This is an optimization exercise on Yosys and OpenROAD, whose aim is small area and a short achievable clock period, not a production implementation.
In this exercise RTL edits were held to simulation tests only and were not proved equivalent to the original.
No activity file was given, so power comes from the tool's default toggle rates.

**flow/flow/run.sh**
```bash
#!/bin/bash
# Layout: the standard flow (standard.sh, unchanged synthesis), with two
# layout knobs the flow settings do not reach:
#  - port buffers are sky130_fd_sc_hd__buf_1 (the default picks a delay cell);
set -euo pipefail
bash standard.sh SETUP_SLACK_MARGIN=11 "BUFFER_PORTS_ARGS=-buffer_cell sky130_fd_sc_hd__buf_1" finish > run_standard.log 2>&1
```
**flow/standard.sh**
```bash
#!/bin/bash
# synth_recipe.tcl (not shown) runs the flow's synth.tcl, then flattens the netlist and writes it again
# the make line also repeats each setting of config.mk as NAME=value (left out here)
make -C /OpenROAD-flow-scripts/flow DESIGN_CONFIG=/design/flow/config.mk WORK_HOME=/design/flow/orfs CLKGATE_MAP_FILE= SYNTH_SCRIPT=/design/flow/synth_recipe.tcl "${@:-finish}"
```
**flow/config.mk**
```make
export PLATFORM = sky130hd
export DESIGN_NAME = pipelined
export DESIGN_NICKNAME = pipelined
export VERILOG_FILES = /design/flow/design.v
export SDC_FILE = /design/flow/constraint.sdc
export NUM_CORES = 4
export LEC_CHECK = 0
export ABC_AREA = 1
export CAP_MARGIN = 30
export CORE_MARGIN = 2
export CORE_UTILIZATION = 55
export CTS_CLUSTER_DIAMETER = 80
export CTS_CLUSTER_SIZE = 30
export SLEW_MARGIN = 30
```
**flow/constraint.sdc**
```tcl
create_clock -name core_clock -period 18.5 [get_ports {i_clk}]
set_input_delay 3.7000 -clock core_clock [delete_from_list [all_inputs] [get_ports {i_clk}]]
set_output_delay 3.7000 -clock core_clock [all_outputs]
set_load 0.01 [all_outputs]
```
**flow/design.v**
```verilog
module alu (
    input  logic [31:0] i_operand_a,
    input  logic [31:0] i_operand_b,
    input  logic [3:0]  i_alu_op,
    output logic [31:0] o_alu_data,
    output logic [31:0] o_sum         
);
    wire [3:0] op = i_alu_op;
    wire sub    = (op == 4'd1) | (op == 4'd2) | (op == 4'd3);
    wire s_sum  = (op == 4'd0) | (op == 4'd1) | (op >= 4'd10);
    wire s_slt  = (op == 4'd2);
    wire s_sltu = (op == 4'd3);
    wire s_xor  = (op == 4'd4);
    wire s_or   = (op == 4'd5);
    wire s_and  = (op == 4'd6);
    wire s_sh   = (op == 4'd7) | (op == 4'd8) | (op == 4'd9);
    wire [31:0] a  = i_operand_a;
    wire [31:0] bx = i_operand_b ^ {32{sub}};
    wire [31:0] p  = a ^ bx;
    wire [31:0] g  = a & bx;
    wire [33:0] s  = {1'b0, a, 1'b1} + {1'b0, bx, sub};
    wire [31:0] sum  = s[32:1];
    wire        cout = s[33];
    assign o_sum = sum;
    wire slt  = (a[31] ^ i_operand_b[31]) ? a[31] : sum[31];
    wire sltu = ~cout;
    wire        left  = (op == 4'd7);
    wire        arith = (op == 4'd9);
    logic [31:0] a_rev, sr_rev;
    always_comb for (int i = 0; i < 32; i++) a_rev[i] = a[31-i];
    wire [31:0] sh_in = left ? a_rev : a;
    wire [63:0] sh_x  = {{32{arith & a[31]}}, sh_in};
    wire [63:0] sr    = sh_x >> i_operand_b[4:0];
    always_comb for (int i = 0; i < 32; i++) sr_rev[i] = sr[31-i];
    wire [31:0] shout = left ? sr_rev : sr[31:0];
    assign o_alu_data = ({32{s_sum}} & sum)
                      | {31'd0, (s_slt & slt) | (s_sltu & sltu)}
                      | ({32{s_xor}} & (a ^ i_operand_b))
                      | ({32{s_or}} & (a | i_operand_b))
                      | ({32{s_and}} & (a & i_operand_b))
                      | ({32{s_sh}}  & shout);
endmodule
module regfile (input i_clk, input i_reset, input [4:0] i_rs1_addr, input [4:0] i_rs2_addr,
 output logic [31:0] o_rs1_data, output logic [31:0] o_rs2_data, input [4:0] i_rd_addr, input [31:0] i_rd_data, input i_rd_wren);
    logic [31:0]  reg_mem [0:31];
    logic [31:0]  reg_vld;
    always_ff @(posedge i_clk) if (i_rd_wren && (i_rd_addr != 5'd0)) reg_mem[i_rd_addr] <= i_rd_data;
    always_ff @(posedge i_clk, posedge i_reset) if (i_reset) reg_vld <= '0; else if (i_rd_wren && (i_rd_addr != 5'd0)) reg_vld[i_rd_addr] <= 1'b1;
    logic [31:0] rd1, rd2;
    wire byp1 = i_rd_wren && (i_rs1_addr == i_rd_addr) && (i_rs1_addr != 5'd0);
    wire byp2 = i_rd_wren && (i_rs2_addr == i_rd_addr) && (i_rs2_addr != 5'd0);
    assign o_rs1_data = byp1 ? i_rd_data : rd1;
    assign o_rs2_data = byp2 ? i_rd_data : rd2;
    logic [31:0] s1, s2;
    always_comb begin
      for (int i=0;i<32;i++) begin
        s1[i] = (i_rs1_addr[4:2]==i[4:2]) && (i_rs1_addr[1:0]==i[1:0]) && reg_vld[i] && i!=0;
        s2[i] = (i_rs2_addr[4:2]==i[4:2]) && (i_rs2_addr[1:0]==i[1:0]) && reg_vld[i] && i!=0;
      end
      rd1 = 0; rd2 = 0;
      for (int i=1;i<32;i++) begin rd1 = rd1 | ({32{s1[i]}} & reg_mem[i]); rd2 = rd2 | ({32{s2[i]}} & reg_mem[i]); end
    end
endmodule
module ldfmt #(parameter int LDS_N = 27) (
    input  logic [LDS_N-1:0] s,
    input  logic [31:0]      ra,
    input  logic [31:0]      rb,
    input  logic [31:0]      p,
    input  logic [159:0]     c,       
    input  logic [31:0]      sw,
    output logic [31:0]      y
);
    localparam int LS_RA  = 0;
    localparam int LS_W1  = 1;
    localparam int LS_W2  = 2;
    localparam int LS_W3  = 3;
    localparam int LS_H3  = 4;
    localparam int LS_H1  = 5;
    localparam int LS_B0  = 6;    
    localparam int LS_BS0 = 10;   
    localparam int LS_HL  = 14;
    localparam int LS_HLS = 15;
    localparam int LS_HH  = 16;
    localparam int LS_HHS = 17;
    localparam int LS_HM  = 18;
    localparam int LS_HMS = 19;
    localparam int LS_C0  = 20;   
    localparam int LS_P   = 25;
    localparam int LS_SW  = 26;
    function automatic [31:0] rep(input logic b);
        rep = {32{b}};
    endfunction
    always_comb begin
        y = (rep(s[LS_RA]) & ra)
          | (rep(s[LS_W1]) & {rb[7:0],  ra[31:8]})
          | (rep(s[LS_W2]) & {rb[15:0], ra[31:16]})
          | (rep(s[LS_W3]) & {rb[23:0], ra[31:24]})
          | (rep(s[LS_H3]) & {16'd0, rb[7:0], ra[31:24]})
          | (rep(s[LS_H1]) & {16'd0, ra[23:8]})
          | (rep(s[LS_B0+0]) & {24'd0, ra[7:0]})
          | (rep(s[LS_B0+1]) & {24'd0, ra[15:8]})
          | (rep(s[LS_B0+2]) & {24'd0, ra[23:16]})
          | (rep(s[LS_B0+3]) & {24'd0, ra[31:24]})
          | {{24{s[LS_BS0+0] & ra[7]}},  8'd0}
          | {{24{s[LS_BS0+1] & ra[15]}}, 8'd0}
          | {{24{s[LS_BS0+2] & ra[23]}}, 8'd0}
          | {{24{s[LS_BS0+3] & ra[31]}}, 8'd0}
          | (rep(s[LS_HL]) & {16'd0, ra[15:0]})
          | {{16{s[LS_HLS] & ra[15]}}, 16'd0}
          | (rep(s[LS_HH]) & {16'd0, ra[31:16]})
          | {{16{s[LS_HHS] & ra[31]}}, 16'd0}
          | (rep(s[LS_HM]) & {16'd0, ra[23:8]})
          | {{16{s[LS_HMS] & ra[23]}}, 16'd0}
          | (rep(s[LS_C0+0]) & c[0 +: 32])
          | (rep(s[LS_C0+1]) & c[32 +: 32])
          | (rep(s[LS_C0+2]) & c[64 +: 32])
          | (rep(s[LS_C0+3]) & c[96 +: 32])
          | (rep(s[LS_C0+4]) & c[128 +: 32])
          | (rep(s[LS_P]) & p)
          | (rep(s[LS_SW]) & sw);
    end
endmodule
module lsu #(parameter int LDS_N = 27) (
    input  logic        i_clk,
    input  logic        i_reset,
    input  logic [31:0] i_lsu_addr,
    input  logic [31:0] i_st_data,
    input  logic [1:0]  i_lsu_size,    
    input  logic        i_lsu_wren,
    input  logic        i_lsu_sext,    
    input  logic        i_lsu_mis,     
    input  logic [4:0]  i_zhi,         
    input  logic [7:0]  i_ones,        
    output logic [LDS_N-1:0] o_ld_sel_nx,   
    input  logic [31:0] i_nx_addr,     
    input  logic [1:0]  i_nx_size,     
    input  logic        i_nx_sext,     
    input  logic        i_nx_mis,      
    output logic [31:0] o_io_p,
    output logic [159:0] o_io_r,
    output logic [31:0] o_io_ledr,
    output logic [31:0] o_io_ledg,
    output logic [31:0] o_io_seg0,
    output logic [31:0] o_io_seg1,
    output logic [31:0] o_io_lcd,
    input  logic [31:0] i_io_sw,
    output logic [31:0] o_dmem_addr_a,
    output logic [31:0] o_dmem_addr_b,
    output logic [31:0] o_dmem_wdata_a,
    output logic [31:0] o_dmem_wdata_b,
    output logic [3:0]  o_dmem_bmask_a,
    output logic [3:0]  o_dmem_bmask_b,
    output logic        o_dmem_wren_a,
    output logic        o_dmem_wren_b,
    input  logic [31:0] i_dmem_rdata_a,
    input  logic [31:0] i_dmem_rdata_b
);
    localparam int LS_RA  = 0;
    localparam int LS_W1  = 1;
    localparam int LS_W2  = 2;
    localparam int LS_W3  = 3;
    localparam int LS_H3  = 4;
    localparam int LS_H1  = 5;
    localparam int LS_B0  = 6;    
    localparam int LS_BS0 = 10;   
    localparam int LS_HL  = 14;
    localparam int LS_HLS = 15;
    localparam int LS_HH  = 16;
    localparam int LS_HHS = 17;
    localparam int LS_HM  = 18;
    localparam int LS_HMS = 19;
    localparam int LS_C0  = 20;   
    localparam int LS_P   = 25;
    localparam int LS_SW  = 26;
    wire [1:0]  off    = i_lsu_addr[1:0];
    wire        is_w   = i_lsu_size[1];
    wire        is_h   = (i_lsu_size == 2'b01);
    wire        is_b   = (i_lsu_size == 2'b00);
    wire        mis    = i_lsu_mis;    
    wire        in_mem = (i_lsu_addr[31:15] == 17'd0);
    wire [29:0] waddr  = i_lsu_addr[31:2];
    assign o_dmem_addr_a = {2'b00, waddr};
    logic [30:0] waddr_inc;
    always_comb begin
        for (int j = 0; j < 30; j++) begin
            logic c;
            c = 1'b1;
            for (int k = 0; k < 8; k++) if (k < j / 4) c = c & i_ones[k];
            for (int k = 0; k < 30; k++) if (k >= (j / 4) * 4 && k < j) c = c & waddr[k];
            waddr_inc[j] = waddr[j] ^ c;
        end
        waddr_inc[30] = &i_ones;
    end
    assign o_dmem_addr_b = mis ? {1'b0, waddr_inc} : 32'd0;
    assign o_dmem_wren_a = i_lsu_wren;
    assign o_dmem_wren_b = i_lsu_wren & mis;
    wire [31:0] st = i_st_data;
    always_comb begin
        o_dmem_wdata_b = 32'd0;
        o_dmem_bmask_b = 4'b0000;
        if (!mis) begin
            if (!(&i_zhi)) begin    
                o_dmem_bmask_a = 4'b0000;
                o_dmem_wdata_a = st;
            end else if (is_b) begin
                o_dmem_bmask_a = 4'b0001 << off;
                o_dmem_wdata_a = {24'd0, st[7:0]} << {off, 3'b000};
            end else if (is_h) begin
                o_dmem_bmask_a = off[1] ? 4'b1100 : 4'b0011;
                o_dmem_wdata_a = off[1] ? {st[15:0], 16'd0} : {16'd0, st[15:0]};
            end else begin
                o_dmem_bmask_a = 4'b1111;
                o_dmem_wdata_a = st;
            end
        end else if (is_w) begin
            case (off)
                2'b10: begin
                    o_dmem_wdata_a = {st[15:0], 16'd0}; o_dmem_bmask_a = 4'b1100;
                    o_dmem_wdata_b = {16'd0, st[31:16]}; o_dmem_bmask_b = 4'b0011;
                end
                2'b11: begin
                    o_dmem_wdata_a = {st[7:0], 24'd0};  o_dmem_bmask_a = 4'b1000;
                    o_dmem_wdata_b = {8'd0, st[31:8]};  o_dmem_bmask_b = 4'b0111;
                end
                default: begin
                    o_dmem_wdata_a = {st[23:0], 8'd0};  o_dmem_bmask_a = 4'b1110;
                    o_dmem_wdata_b = {24'd0, st[31:24]}; o_dmem_bmask_b = 4'b0001;
                end
            endcase
        end else if (off[1]) begin    
            o_dmem_wdata_a = {st[23:0], 8'd0};  o_dmem_bmask_a = 4'b1000;
            o_dmem_wdata_b = {24'd0, st[31:24]}; o_dmem_bmask_b = 4'b0001;
        end else begin                
            o_dmem_wdata_a = {8'd0, st[15:0], 8'd0}; o_dmem_bmask_a = 4'b0110;
        end
    end
    logic [31:0] io_cledr, io_cledg, io_cseg0, io_cseg1, io_clcd;
    logic [31:0] io_p;
    logic [2:0]  io_pend;    
    wire io_hit = (i_lsu_addr[31:15] == 17'h02000) && (i_lsu_addr[11:0] == 12'd0)
                  && (i_lsu_addr[14:12] <= 3'd4);
    wire [2:0] io_pend_nx = (i_lsu_wren && io_hit) ? i_lsu_addr[14:12] + 3'd1 : 3'd0;
    always_ff @(posedge i_clk or posedge i_reset) begin
        if (i_reset) begin
            io_cledr <= 0; io_cledg <= 0; io_cseg0 <= 0; io_cseg1 <= 0; io_clcd <= 0;
            io_pend <= 3'd0;
        end else begin
            if (io_pend == 3'd1) io_cledr <= io_p;
            if (io_pend == 3'd2) io_cledg <= io_p;
            if (io_pend == 3'd3) io_cseg0 <= io_p;
            if (io_pend == 3'd4) io_cseg1 <= io_p;
            if (io_pend == 3'd5) io_clcd  <= io_p;
            io_pend <= io_pend_nx;
        end
    end
    always_ff @(posedge i_clk) io_p <= st;
    assign o_io_ledr = io_cledr;
    assign o_io_ledg = io_cledg;
    assign o_io_seg0 = io_cseg0;
    assign o_io_seg1 = io_cseg1;
    assign o_io_lcd  = io_clcd;
    wire [31:0] na       = i_nx_addr;
    wire [1:0]  noff     = na[1:0];
    wire        n_is_w   = i_nx_size[1];
    wire        n_is_h   = (i_nx_size == 2'b01);
    wire        n_is_b   = (i_nx_size == 2'b00);
    wire        n_in_mem = (na[31:15] == 17'd0);
    wire        n_io_rd  = (na[31:15] == 17'h02000) && (na[11:0] == 12'd0);
    wire        n_io_any = n_io_rd && (na[14:12] <= 3'd4);
    wire        n_sw     = (na == 32'h1001_0000);
    wire        n_dflt   = !n_in_mem && !n_io_any && !n_sw;
    wire        n_sel_r  = (n_in_mem && n_is_w) || n_dflt;
    wire        nmis     = i_nx_mis;
    wire        nsx      = i_nx_sext;
    logic [4:0] n_io_k, n_pend_k;
    always_comb begin
        for (int k = 0; k < 5; k++) begin
            n_io_k[k]   = n_io_rd && (na[14:12] == k[2:0]);
            n_pend_k[k] = (io_pend_nx == k[2:0] + 3'd1);
        end
    end
    always_comb begin
        o_ld_sel_nx = '0;
        o_ld_sel_nx[LS_RA] = n_sel_r && !nmis;
        o_ld_sel_nx[LS_W1] = n_sel_r && nmis && n_is_w && noff == 2'b01;
        o_ld_sel_nx[LS_W2] = n_sel_r && nmis && n_is_w && noff == 2'b10;
        o_ld_sel_nx[LS_W3] = n_sel_r && nmis && n_is_w && noff == 2'b11;
        o_ld_sel_nx[LS_H3] = n_sel_r && nmis && !n_is_w && noff[1];
        o_ld_sel_nx[LS_H1] = n_sel_r && nmis && !n_is_w && !noff[1];
        for (int k = 0; k < 4; k++) begin
            o_ld_sel_nx[LS_B0 + k]  = n_in_mem && n_is_b && noff == k[1:0];
            o_ld_sel_nx[LS_BS0 + k] = n_in_mem && n_is_b && noff == k[1:0] && nsx;
        end
        o_ld_sel_nx[LS_HL]  = n_in_mem && n_is_h && noff == 2'b00;
        o_ld_sel_nx[LS_HLS] = n_in_mem && n_is_h && noff == 2'b00 && nsx;
        o_ld_sel_nx[LS_HH]  = n_in_mem && n_is_h && noff == 2'b10;
        o_ld_sel_nx[LS_HHS] = n_in_mem && n_is_h && noff == 2'b10 && nsx;
        o_ld_sel_nx[LS_HM]  = n_in_mem && n_is_h && noff == 2'b01;
        o_ld_sel_nx[LS_HMS] = n_in_mem && n_is_h && noff == 2'b01 && nsx;
        for (int k = 0; k < 5; k++) o_ld_sel_nx[LS_C0 + k] = n_io_k[k] && !n_pend_k[k];
        o_ld_sel_nx[LS_P]  = |(n_io_k & n_pend_k);
        o_ld_sel_nx[LS_SW] = n_sw;
    end
    assign o_io_p    = io_p;
    assign o_io_r[0 +: 32] = io_cledr;
    assign o_io_r[32 +: 32] = io_cledg;
    assign o_io_r[64 +: 32] = io_cseg0;
    assign o_io_r[96 +: 32] = io_cseg1;
    assign o_io_r[128 +: 32] = io_clcd;
endmodule
module pipelined(
    input  logic            i_clk,
    input  logic            i_reset,
    output logic [31:0]     o_pc_debug,
    output logic            o_ctrl,
    output logic            o_mispred,
    output logic            o_insn_vld,
    output logic [31:0]     o_io_ledr,
    output logic [31:0]     o_io_ledg,
    output logic [6:0]      o_io_hex0,
    output logic [6:0]      o_io_hex1,
    output logic [6:0]      o_io_hex2,
    output logic [6:0]      o_io_hex3,
    output logic [6:0]      o_io_hex4,
    output logic [6:0]      o_io_hex5,
    output logic [6:0]      o_io_hex6,
    output logic [6:0]      o_io_hex7,
    output logic [31:0]     o_io_lcd,
    input  logic [31:0]     i_io_sw,
    output logic [31:0]     o_imem_addr,
    output logic            o_imem_req,
    input  logic [31:0]     i_imem_rdata,
    output logic [31:0]     o_dmem_addr_a,
    output logic [31:0]     o_dmem_addr_b,
    output logic [31:0]     o_dmem_wdata_a,
    output logic [31:0]     o_dmem_wdata_b,
    output logic [3:0]      o_dmem_bmask_a,
    output logic [3:0]      o_dmem_bmask_b,
    output logic            o_dmem_wren_a,
    output logic            o_dmem_wren_b,
    input  logic [31:0]     i_dmem_rdata_a,
    input  logic [31:0]     i_dmem_rdata_b
);
    localparam int LDS_N = 27;
    assign o_ctrl    = 1'b1;
    assign o_mispred = 1'b1;
    logic        stall;       
    logic        pc_sel;      
    logic [31:0] alu_out;
    logic [31:0] alu_sum;     
    logic [31:0] wb_data;
    logic [1:0]  pf_state;
    logic [31:2] fetch_addr;
    logic [31:0] fifo_mem0, fifo_mem1;
    logic        fifo_wp, fifo_rp;
    logic [1:0]  fifo_cnt;
    wire steady     = (pf_state == 2'd2);
    wire fifo_full  = (fifo_cnt == 2'd2);
    wire fifo_empty = (fifo_cnt == 2'd0);
    wire fetch_req  = (pf_state == 2'd0) | (pf_state == 2'd1) | (steady & ~fifo_full);
    wire fifo_wr    = ((pf_state == 2'd1) | steady) & ~fifo_full;
    wire fifo_rd    = steady & ~fifo_empty & ~stall;
    wire [31:0] inst_if = fifo_rp ? fifo_mem1 : fifo_mem0;
    assign o_imem_addr = {2'b00, fetch_addr};
    assign o_imem_req  = fetch_req;
    always_ff @(posedge i_clk or posedge i_reset) begin
        if (i_reset) begin
            pf_state   <= 2'd0;
            fetch_addr <= '0;
            fifo_wp    <= 1'b0;
            fifo_rp    <= 1'b0;
            fifo_cnt   <= 2'd0;
        end else begin
            case (pf_state)
                2'd0:    pf_state <= 2'd1;
                2'd1:    pf_state <= 2'd2;
                2'd2:    if (pc_sel) pf_state <= 2'd3;
                default: pf_state <= 2'd0;
            endcase
            if (pc_sel)         fetch_addr <= alu_sum[31:2];
            else if (fetch_req) fetch_addr <= fetch_addr + 30'd1;
            if (pc_sel) begin
                fifo_wp  <= 1'b0;
                fifo_rp  <= 1'b0;
                fifo_cnt <= 2'd0;
            end else begin
                if (fifo_wr) fifo_wp <= ~fifo_wp;
                if (fifo_rd) fifo_rp <= ~fifo_rp;
                fifo_cnt <= fifo_cnt + {1'b0, fifo_wr} - {1'b0, fifo_rd};
            end
        end
    end
    always_ff @(posedge i_clk) begin
        if (fifo_wr & ~pc_sel & ~fifo_wp) fifo_mem0 <= i_imem_rdata;
        if (fifo_wr & ~pc_sel &  fifo_wp) fifo_mem1 <= i_imem_rdata;
    end
    logic [31:0] pc_if;
    wire if_adv = steady & ~stall;
    always_ff @(posedge i_clk or posedge i_reset) begin
        if (i_reset)     pc_if <= '0;
        else if (if_adv) pc_if <= pc_sel ? alu_sum : pc_if + 32'd4;
    end
    logic [31:0] id_inst;
    logic        id_vld;
    wire  [31:0] id_pc = pc_if - 32'd4;
    always_ff @(posedge i_clk or posedge i_reset) begin
        if (i_reset)     id_vld <= 1'b0;
        else if (pc_sel) id_vld <= 1'b0;
        else if (if_adv) id_vld <= 1'b1;
    end
    always_ff @(posedge i_clk) begin
        if (if_adv) begin
            id_inst <= inst_if;
        end
    end
    wire [6:0] opc = id_inst[6:0];
    wire [2:0] f3  = id_inst[14:12];
    wire [4:0] id_rs1 = id_inst[19:15];
    wire [4:0] id_rs2 = id_inst[24:20];
    wire [4:0] id_rd  = id_inst[11:7];
    wire op_r     = (opc == 7'b0110011);
    wire op_i     = (opc == 7'b0010011);
    wire op_l     = (opc == 7'b0000011);
    wire op_s     = (opc == 7'b0100011);
    wire op_b     = (opc == 7'b1100011);
    wire op_jal   = (opc == 7'b1101111);
    wire op_jalr  = (opc == 7'b1100111);
    wire op_lui   = (opc == 7'b0110111);
    wire op_auipc = (opc == 7'b0010111);
    wire       d_vld     = op_r | op_i | op_l | op_s | op_b | op_jal | op_jalr | op_lui | op_auipc;
    wire       d_reg_wen = op_r | op_i | op_l | op_jal | op_jalr | op_lui | op_auipc;
    wire [1:0] d_a_sel   = (op_b | op_jal | op_auipc) ? 2'b01 : op_lui ? 2'b10 : 2'b00;
    wire       d_b_sel   = d_vld & ~op_r;
    wire [1:0] d_wb_sel  = (op_r | op_i | op_lui | op_auipc) ? 2'b01 : (op_jal | op_jalr) ? 2'b10 : 2'b00;
    wire       d_dmem_we = op_s | op_auipc;
    wire       d_jump    = op_jal | op_jalr;
    wire       d_lsu_signed = op_l & f3[2];
    wire [1:0] d_lsu_size   = (op_l | op_s) ? f3[1:0] : 2'b00;
    logic [3:0] d_alu_op;
    always_comb begin
        d_alu_op = 4'd0;
        if (op_r) begin
            case ({id_inst[30], f3})
                4'b1000: d_alu_op = 4'd1;
                4'b0001: d_alu_op = 4'd7;
                4'b0010: d_alu_op = 4'd2;
                4'b0011: d_alu_op = 4'd3;
                4'b0100: d_alu_op = 4'd4;
                4'b0101: d_alu_op = 4'd8;
                4'b1101: d_alu_op = 4'd9;
                4'b0110: d_alu_op = 4'd5;
                4'b0111: d_alu_op = 4'd6;
                default: d_alu_op = 4'd0;
            endcase
        end else if (op_i) begin
            case (f3)
                3'b001:  d_alu_op = 4'd7;
                3'b010:  d_alu_op = 4'd2;
                3'b011:  d_alu_op = 4'd3;
                3'b100:  d_alu_op = 4'd4;
                3'b101:  d_alu_op = id_inst[30] ? 4'd9 : 4'd8;
                3'b110:  d_alu_op = 4'd5;
                3'b111:  d_alu_op = 4'd6;
                default: d_alu_op = 4'd0;
            endcase
        end
    end
    logic [31:0] d_imm;
    always_comb begin
        if (op_s)
            d_imm = {{20{id_inst[31]}}, id_inst[31:25], id_inst[11:7]};
        else if (op_b)
            d_imm = {{20{id_inst[31]}}, id_inst[7], id_inst[30:25], id_inst[11:8], 1'b0};
        else if (op_jal)
            d_imm = {{12{id_inst[31]}}, id_inst[19:12], id_inst[20], id_inst[30:21], 1'b0};
        else if (op_lui | op_auipc)
            d_imm = {id_inst[31:12], 12'd0};
        else
            d_imm = {{20{id_inst[31]}}, id_inst[31:20]};
    end
    logic        wb_reg_wen;
    logic [4:0]  wb_rd;
    logic [31:0] rs1_data, rs2_data;
    regfile regfile_inst (
        .i_clk      (i_clk),
        .i_reset    (i_reset),
        .i_rs1_addr (id_rs1),
        .i_rs2_addr (id_rs2),
        .o_rs1_data (rs1_data),
        .o_rs2_data (rs2_data),
        .i_rd_addr  (wb_rd),
        .i_rd_data  (wb_data),
        .i_rd_wren  (wb_reg_wen)
    );
    logic [31:0] ex_pc, ex_rs1, ex_rs2, ex_imm;
    logic [4:0]  ex_rd;
    logic [2:0]  ex_f3;
    logic        ex_isb, ex_jump;
    logic [3:0]  ex_alu_op;
    logic [1:0]  ex_a_sel;
    logic        ex_b_sel;
    logic        ex_dmem_we;
    logic [1:0]  ex_wb_sel;
    logic        ex_lsu_signed;
    logic [1:0]  ex_lsu_size;
    logic        ex_vld;
    logic        ex_reg_wen;
    logic [1:0]  ex_fa, ex_fb;    
    logic        mem_reg_wen;
    logic [4:0]  mem_rd;
    assign stall = id_vld && (ex_wb_sel == 2'b00) && (ex_rd != 5'd0) && ((ex_rd == id_rs1) || (ex_rd == id_rs2));
    wire fa_mem = ex_reg_wen  && (ex_rd  != 5'd0) && (ex_rd  == id_rs1);
    wire fa_wb  = mem_reg_wen && (mem_rd != 5'd0) && (mem_rd == id_rs1);
    wire fb_mem = ex_reg_wen  && (ex_rd  != 5'd0) && (ex_rd  == id_rs2);
    wire fb_wb  = mem_reg_wen && (mem_rd != 5'd0) && (mem_rd == id_rs2);
    wire ex_bubble = stall | pc_sel | ~id_vld;
    always_ff @(posedge i_clk) begin
        ex_rs1 <= rs1_data; ex_rs2 <= rs2_data; ex_imm <= d_imm;
    end
    always_ff @(posedge i_clk or posedge i_reset) begin
        if (i_reset) begin
            ex_pc <= '0;
            ex_rd <= '0; ex_f3 <= '0; ex_isb <= 1'b0; ex_jump <= 1'b0;
            ex_alu_op <= 4'd6; ex_a_sel <= 2'b10; ex_b_sel <= 1'b0; ex_dmem_we <= 1'b0;
            ex_wb_sel <= '0; ex_lsu_signed <= 1'b0; ex_lsu_size <= '0; ex_vld <= 1'b0;
            ex_reg_wen <= 1'b0; ex_fa <= '0; ex_fb <= '0;
        end else if (ex_bubble) begin
            ex_pc <= '0;
            ex_rd <= '0; ex_f3 <= '0; ex_isb <= 1'b0; ex_jump <= 1'b0;
            ex_alu_op <= 4'd6; ex_a_sel <= 2'b10; ex_b_sel <= 1'b0; ex_dmem_we <= 1'b0;
            ex_wb_sel <= '0; ex_lsu_signed <= 1'b0; ex_lsu_size <= '0; ex_vld <= 1'b0;
            ex_reg_wen <= 1'b0; ex_fa <= '0; ex_fb <= '0;
        end else begin
            ex_pc <= id_pc;
            ex_rd <= id_rd; ex_f3 <= f3; ex_isb <= op_b; ex_jump <= d_jump;
            ex_alu_op <= d_alu_op; ex_a_sel <= d_a_sel; ex_b_sel <= d_b_sel; ex_dmem_we <= d_dmem_we;
            ex_wb_sel <= d_wb_sel; ex_lsu_signed <= d_lsu_signed; ex_lsu_size <= d_lsu_size; ex_vld <= d_vld;
            ex_reg_wen <= d_reg_wen;
            ex_fa <= {fa_mem, fa_wb & ~fa_mem};
            ex_fb <= {fb_mem, fb_wb & ~fb_mem};
        end
    end
    logic [31:0] mem_alu, wb_alu;
    logic [31:0] wb_pc;
    logic [1:0]  wb_sel;
    logic [LDS_N-1:0] ld_sel, ld_sel_nx;
    always_ff @(posedge i_clk) ld_sel <= ld_sel_nx;
    logic [31:0] io_p;
    logic [159:0] io_r;
    wire [31:0] wb_pc4   = wb_pc + 32'd4;
    wire        wsel_ld  = (wb_sel == 2'b00) | (wb_sel == 2'b11);
    wire        wsel_alu = (wb_sel == 2'b01);
    wire        wsel_pc4 = (wb_sel == 2'b10);
    logic [31:0] opa, opb;
    logic [31:0] opa_ld, opa_base;
    wire ex_fa_wb = ex_fa[0] & ~ex_fa[1];
    ldfmt ldfmt_opa (
        .s (ld_sel & {LDS_N{wsel_ld & ex_fa_wb}}), .ra (i_dmem_rdata_a), .rb (i_dmem_rdata_b),
        .p (io_p), .c (io_r), .sw (i_io_sw), .y (opa_ld)
    );
    always_comb begin
        if (ex_a_sel == 2'b01)      opa_base = ex_pc;
        else if (ex_a_sel == 2'b10) opa_base = 32'd0;
        else                        opa_base = ex_rs1;
    end
    assign opa = opa_ld
               | ({32{ex_fa_wb & wsel_alu}} & wb_alu)
               | ({32{ex_fa_wb & wsel_pc4}} & wb_pc4)
               | ({32{ex_fa[1]}} & mem_alu)
               | ({32{ex_fa == 2'b00}} & opa_base);
    always_comb begin
        if (ex_fb[1])      opb = mem_alu;
        else if (ex_fb[0]) opb = wb_alu;
        else if (ex_b_sel) opb = ex_imm;
        else               opb = ex_rs2;
    end
    alu alu_inst (
        .i_operand_a (opa),
        .i_operand_b (opb),
        .i_alu_op    (ex_alu_op),
        .o_alu_data  (alu_out),
        .o_sum       (alu_sum)
    );
    wire br_eq  = (ex_rs1 == ex_rs2);
    wire br_ltu = (ex_rs1 < ex_rs2);
    wire br_lt  = (ex_rs1[31] ^ ex_rs2[31]) ? ex_rs1[31] : br_ltu;
    logic br_taken;
    always_comb begin
        case (ex_f3)
            3'b000:  br_taken = br_eq;
            3'b001:  br_taken = ~br_eq;
            3'b100:  br_taken = br_lt;
            3'b101:  br_taken = ~br_lt;
            3'b110:  br_taken = br_ltu;
            3'b111:  br_taken = ~br_ltu;
            default: br_taken = 1'b0;
        endcase
    end
    assign pc_sel = ex_isb ? br_taken : ex_jump;
    logic [31:0] mem_pc, mem_rs2;
    logic        mem_dmem_we;
    logic [1:0]  mem_wb_sel;
    logic        mem_lsu_signed;
    logic [1:0]  mem_lsu_size;
    logic        mem_vld;
    logic        mem_mis;
    wire         ex_mis = (ex_lsu_size == 2'b10 && alu_sum[1:0] != 2'b00) || (ex_lsu_size == 2'b01 && alu_sum[0]);
    logic [7:0]  mem_ones;
    logic [7:0]  ex_ones;
    always_comb begin
        for (int g = 0; g < 7; g++) ex_ones[g] = &alu_sum[4*g+2 +: 4];
        ex_ones[7] = &alu_sum[31:30];
    end
    always_ff @(posedge i_clk) mem_ones <= ex_ones;
    logic [4:0]  mem_zhi;
    always_ff @(posedge i_clk)
        mem_zhi <= {~alu_sum[31], alu_sum[30:27] == 4'd0, alu_sum[26:23] == 4'd0,
                    alu_sum[22:19] == 4'd0, alu_sum[18:15] == 4'd0};
    always_ff @(posedge i_clk) begin
        mem_rs2 <= ex_rs2; mem_rd <= ex_rd;
    end
    always_ff @(posedge i_clk or posedge i_reset) begin
        if (i_reset) begin
            mem_pc <= '0; mem_alu <= '0;
            mem_dmem_we <= 1'b0; mem_wb_sel <= '0; mem_lsu_signed <= 1'b0; mem_lsu_size <= '0;
            mem_vld <= 1'b0; mem_reg_wen <= 1'b0; mem_mis <= 1'b0;
        end else begin
            mem_pc <= ex_pc; mem_alu <= alu_out;
            mem_dmem_we <= ex_dmem_we; mem_wb_sel <= ex_wb_sel; mem_lsu_signed <= ex_lsu_signed;
            mem_lsu_size <= ex_lsu_size; mem_vld <= ex_vld; mem_reg_wen <= ex_reg_wen;
            mem_mis <= ex_mis;
        end
    end
    logic [31:0] io_ledr, io_ledg, io_seg0, io_seg1, io_lcd;
    lsu lsu_inst (
        .i_clk          (i_clk),
        .i_reset        (i_reset),
        .i_lsu_addr     (mem_alu),
        .i_st_data      (mem_rs2),
        .i_lsu_size     (mem_lsu_size),
        .i_lsu_wren     (mem_dmem_we),
        .i_lsu_sext     (~mem_lsu_signed),
        .i_lsu_mis      (mem_mis),
        .i_ones         (mem_ones),
        .i_zhi          (mem_zhi),
        .o_ld_sel_nx    (ld_sel_nx),
        .i_nx_addr      (alu_out),
        .i_nx_size      (ex_lsu_size),
        .i_nx_sext      (~ex_lsu_signed),
        .i_nx_mis       (ex_mis),
        .o_io_p         (io_p),
        .o_io_r         (io_r),
        .o_io_ledr      (io_ledr),
        .o_io_ledg      (io_ledg),
        .o_io_seg0      (io_seg0),
        .o_io_seg1      (io_seg1),
        .o_io_lcd       (io_lcd),
        .i_io_sw        (i_io_sw),
        .o_dmem_addr_a  (o_dmem_addr_a),
        .o_dmem_addr_b  (o_dmem_addr_b),
        .o_dmem_wdata_a (o_dmem_wdata_a),
        .o_dmem_wdata_b (o_dmem_wdata_b),
        .o_dmem_bmask_a (o_dmem_bmask_a),
        .o_dmem_bmask_b (o_dmem_bmask_b),
        .o_dmem_wren_a  (o_dmem_wren_a),
        .o_dmem_wren_b  (o_dmem_wren_b),
        .i_dmem_rdata_a (i_dmem_rdata_a),
        .i_dmem_rdata_b (i_dmem_rdata_b)
    );
    logic        wb_vld;
    always_ff @(posedge i_clk) begin
        wb_alu <= mem_alu; wb_rd <= mem_rd;
    end
    always_ff @(posedge i_clk or posedge i_reset) begin
        if (i_reset) begin
            wb_pc <= '0; wb_reg_wen <= 1'b0; wb_sel <= '0; wb_vld <= 1'b0;
        end else begin
            wb_pc <= mem_pc; wb_reg_wen <= mem_reg_wen; wb_sel <= mem_wb_sel; wb_vld <= mem_vld;
        end
    end
    logic [31:0] wb_ld;
    ldfmt ldfmt_wb (
        .s (ld_sel & {LDS_N{wsel_ld}}), .ra (i_dmem_rdata_a), .rb (i_dmem_rdata_b),
        .p (io_p), .c (io_r), .sw (i_io_sw), .y (wb_ld)
    );
    assign wb_data = wb_ld | ({32{wsel_alu}} & wb_alu) | ({32{wsel_pc4}} & wb_pc4);
    assign o_pc_debug = wb_pc;
    assign o_insn_vld = wb_vld;
    assign o_io_ledr  = {15'd0, io_ledr[16:0]};
    assign o_io_ledg  = {24'd0, io_ledg[7:0]};
    assign o_io_lcd   = {io_lcd[31], 20'd0, io_lcd[10:0]};
    assign o_io_hex0  = io_seg0[6:0];
    assign o_io_hex1  = io_seg0[14:8];
    assign o_io_hex2  = io_seg0[22:16];
    assign o_io_hex3  = io_seg0[30:24];
    assign o_io_hex4  = io_seg1[6:0];
    assign o_io_hex5  = io_seg1[14:8];
    assign o_io_hex6  = io_seg1[22:16];
    assign o_io_hex7  = io_seg1[30:24];
endmodule
```
==> summary.txt <==
status=timing/DRC/antenna clean; I/O pins=488; # nets final=10210; Die ar.=0.1639 mm^2; first-pass GRT wire length=approximately 540000 um; post-cts hold buffer count=0; Post-synth EDFFs=1088; clock tree buffer depth=3; Storage cell area=0.04841 mm^2; FF-to-FF setup slack=11690 ps; vias in the first global route=~73000; Hold Fails Final Rpt=0; reg2reg start=wb_sel[0]; Crit. Startpoint=i_dmem_rdata_a[23]; leading area contributor after synthesis=edfxtp_1; initial core utilization=55.22%; TritonRoute pass-1 iters=6; Tcrit/Tclk final=between 40% and 50%; YS warnings=5; CTS tree=done; Num CTS Buffers=96; number of placement rows=between 100 and 150; crit path capture type=register; commonest non-fill, non-tap cell in the layout=nand2_1; sequential element share of the synthesized area=54.79%; f_max=0.1321 GHz; Setup violations, final=0; area of placed instances=0.09225 mm^2; GRT Total Usage=47.27%; Crit path largest cell delay=390 ps; Clk network pwr share=around a fifth; chip height=404.8 um; DRC viols=0; PwrDens=143.3 mW/mm^2; Max-Cap Viols=0; Avg WL per Cell=~33 um; Worst Max-Slew Pin Slew=1175 ps; ys async rst share=24.46%; Synth Register Bits=1766; Slew Viols, Final=0; Layout fillers=13653; Min-Delay Startpoint=mem_pc[4]; port bufs=between 400 and 500; RSZ-0062 raised after global routing=true; cell family with most CP delay=simple AND/OR/NAND/NOR gates; chip width=approximately 400 um; Core Region=approximately 0.16 mm^2; Gate power share=40.8%; initial antenna violation count=27; Detail Route Antenna Nets=0; fin area=0.09787 mm^2; CP most frequent cell=nand3_1; Synth Cell Area=about 0.09 mm^2; gp weighted congestion=1.103; minimum clock period after layout=7569 ps; buffers and inverters on the worst path=3; clk latency of the worst-skew pair=820 ps; Reg power frac=40.2%; Clock transition at path regs=110 ps; H-Tree Depth=3; global route total overflow=0; Primary FF master, synth=edfxtp_1; Sw Share=45.13%; Required @ worst endpoint=19180 ps; VDD IR max=~130 uV; Netlist cell types=between 70 and 80; CTS Sinks=1766; most frequent cells in the layout=nand2_1 (2111), inv_1 (1126), edfxtp_1 (1088); area grow syn2layout=10.76%; Psw=6331 uW; P_leak=0.03895 uW; worst-path fanout max=6; largest net degree at the start of global routing=~190; crit path DAT=8250 ps; Routed WL=just under 400000 um; Int Pwr=7696 uW; area occupied by multi-input gates=0.03496 mm^2; ranking of synthesized cells by area=edfxtp_1 (37%), dfrtp_1 (12%), nand2_1 (9.2%), dfxtp_1 (5.6%), inv_1 (4.8%); Critical-path top delay cell=ha_1; worst rel slew slack=19.61%; Setup Total Neg Slack=0 ps; Root Buffer=clkbuf_16; initial DRC count=roughly 13000; top cell type's share of synthesized area=between 30% and 40%; post-DP HPWL=approximately 290000 um; Clock Skews=59.02 ps; layout cells sized above 1=a little under a tenth; Avg Inst Size Synth=9.156 um^2; Vias/cell=6.588; Mapped Cells=9651; vias=79614; CP Launch Type=primary input; worst hold path type=register to register; Worst Path Class, Setup=primary input to register
cell families (layout without fill, tap and decap cells):
group | after synthesis | count (layout) | share of synthesized area (%)
xor gates and xnor gates | 124 | 124 | 1.229
and+or+nand+nor | 4022 | 4023 | 19.55
muxes | 32 | 32 | 0.4078
buffers and inverters | 1785 | 2048 | 8.639
other | 2 | 85 | 0.008499
DFF | 1766 | 1766 | 54.79
AOI/OAI and AO/OA | 1751 | 1751 | 12.99
adders and majority gates | 169 | 169 | 2.393
power by group through the flow:
| stage | registers, uW | clock network, uW | logic, uW |
|---|---|---|---|
| finish | 5640 | 2660 | 5720 |
| global route | 5660 | 2780 | 6020 |
| CTS | 5620 | 2650 | 5260 |
| detailed placement | 5700 | 0 | 5080 |
| global placement | 5690 | 0 | 5030 |
| floorplan | 5400 | 0 | 3010 |
area by class of cell:
type	count	share of cell area, %
multi-input cells	6174	35.72
diodes	10	0.02557
inverters	1183	4.556
repair buffers	690	3.876
flip-flops and latches	1766	49.47
clock buffers	106	2.547
well taps	2086	2.667
clock inverters	69	1.143
worst paths after layout:
path | depth (start not counted) | to
worst max register to register | 33 | ld_sel[4]
worst min-delay path | 0 | wb_pc[4]
worst max-delay path | 27 | ld_sel[5]
worst min register to register | 0 | wb_pc[4]
max in group asynchronous | 6 | regfile_inst.reg_vld[3]
min in group asynchronous | 3 | lsu_inst.io_cledg[13]
sequential cells by signal, indices dropped and copies added, names as in the netlist, 8 cells and up, named ones only:
name,count
lsu_inst.io_cledr,32
lsu_inst.io_cseg1,32
fetch_addr,30
lsu_inst.io_clcd,32
fifo_mem1,32
ex_rs2,32
regfile_inst.reg_mem,992
ex_rs1,32
mem_rs2,32
pc_if,32
lsu_inst.io_p,32
fifo_mem0,32
id_inst,32
ex_pc,32
wb_alu,32
mem_ones,8
ld_sel,27
regfile_inst.reg_vld,31
lsu_inst.io_cseg0,32
mem_alu,32
ex_imm,32
lsu_inst.io_cledg,32
mem_pc,32
wb_pc,32
cells in the mapped netlist, drive strengths merged (180+ instances only):
master,count
a221oi,229
inv,1156
nand3,739
edfxtp,1088
nor2,666
dfrtp,429
nand4,180
a21oi,247
dfxtp,246
o21ai,581
nand2,2179
clkbuf,313
buf,289
o22ai,190
routing by layer:
layer | GRT usage [%] | up-vias | routed length (um)
met2 | 70.18 | 6182 | 169500
met5 | 0 | - | 94
li1 | - | 33703 | -
met1 | 56.70 | 38134 | 133400
met3 | 12.88 | 1581 | 48650
met4 | 41.40 | 14 | 43570
repair_timing:
| item | in CTS | in global routing |
|---|---|---|
| cloned | 0 | 1 |
| buffers inserted | 8 | 40 |
| gates resized for setup | 126 | 149 |
| pin swaps | 14 | 50 |
| endpoints found under the setup margin | 52 | 33 |
through the flow:
step	hold WS, ps	utilization (%)	total power [uW]	setup slack (ps)	instances
after floorplan	330.8	-	8402	8969	9724
after global placement	332.0	57.55	10720	8987	11839
after detailed placement	334.7	57.65	10780	9032	11844
after CTS	334.7	60.38	13520	11010	12027
after global routing	352.7	61.15	14460	10860	12074
final	344.7	61.16	14030	10930	12084

what the ideal ports hide:
How much do the figures lean on ideal ports? The routed layout below was timed once more, with nothing changed but the port constraints.
Step 1 (the two cells are an assumption about what drives the block):
set clk [get_ports {i_clk}]
set_driving_cell -lib_cell sky130_fd_sc_hd__clkbuf_16 $clk
set_driving_cell -lib_cell sky130_fd_sc_hd__buf_2 [delete_from_list [all_inputs] $clk]
Step 2 adds t to the input delays and takes it off the output delays; t is the mean of the earliest and latest rising clock arrival at the registers after step 1. Input paths then give back, and output paths get back, about the clock's delay inside the block.
Three values: no drivers, after step 1, after step 2; two values: the first two.
shift t [ns]: 0.875
slack for setup (ns): 10.931 / 10.909 / 10.123
worst setup path after step 2: input to register
After both steps setup and hold are still met in this run. For this run, drivers alone change the setup slack by -0.022 ns; drivers and shift together by -0.808 ns.
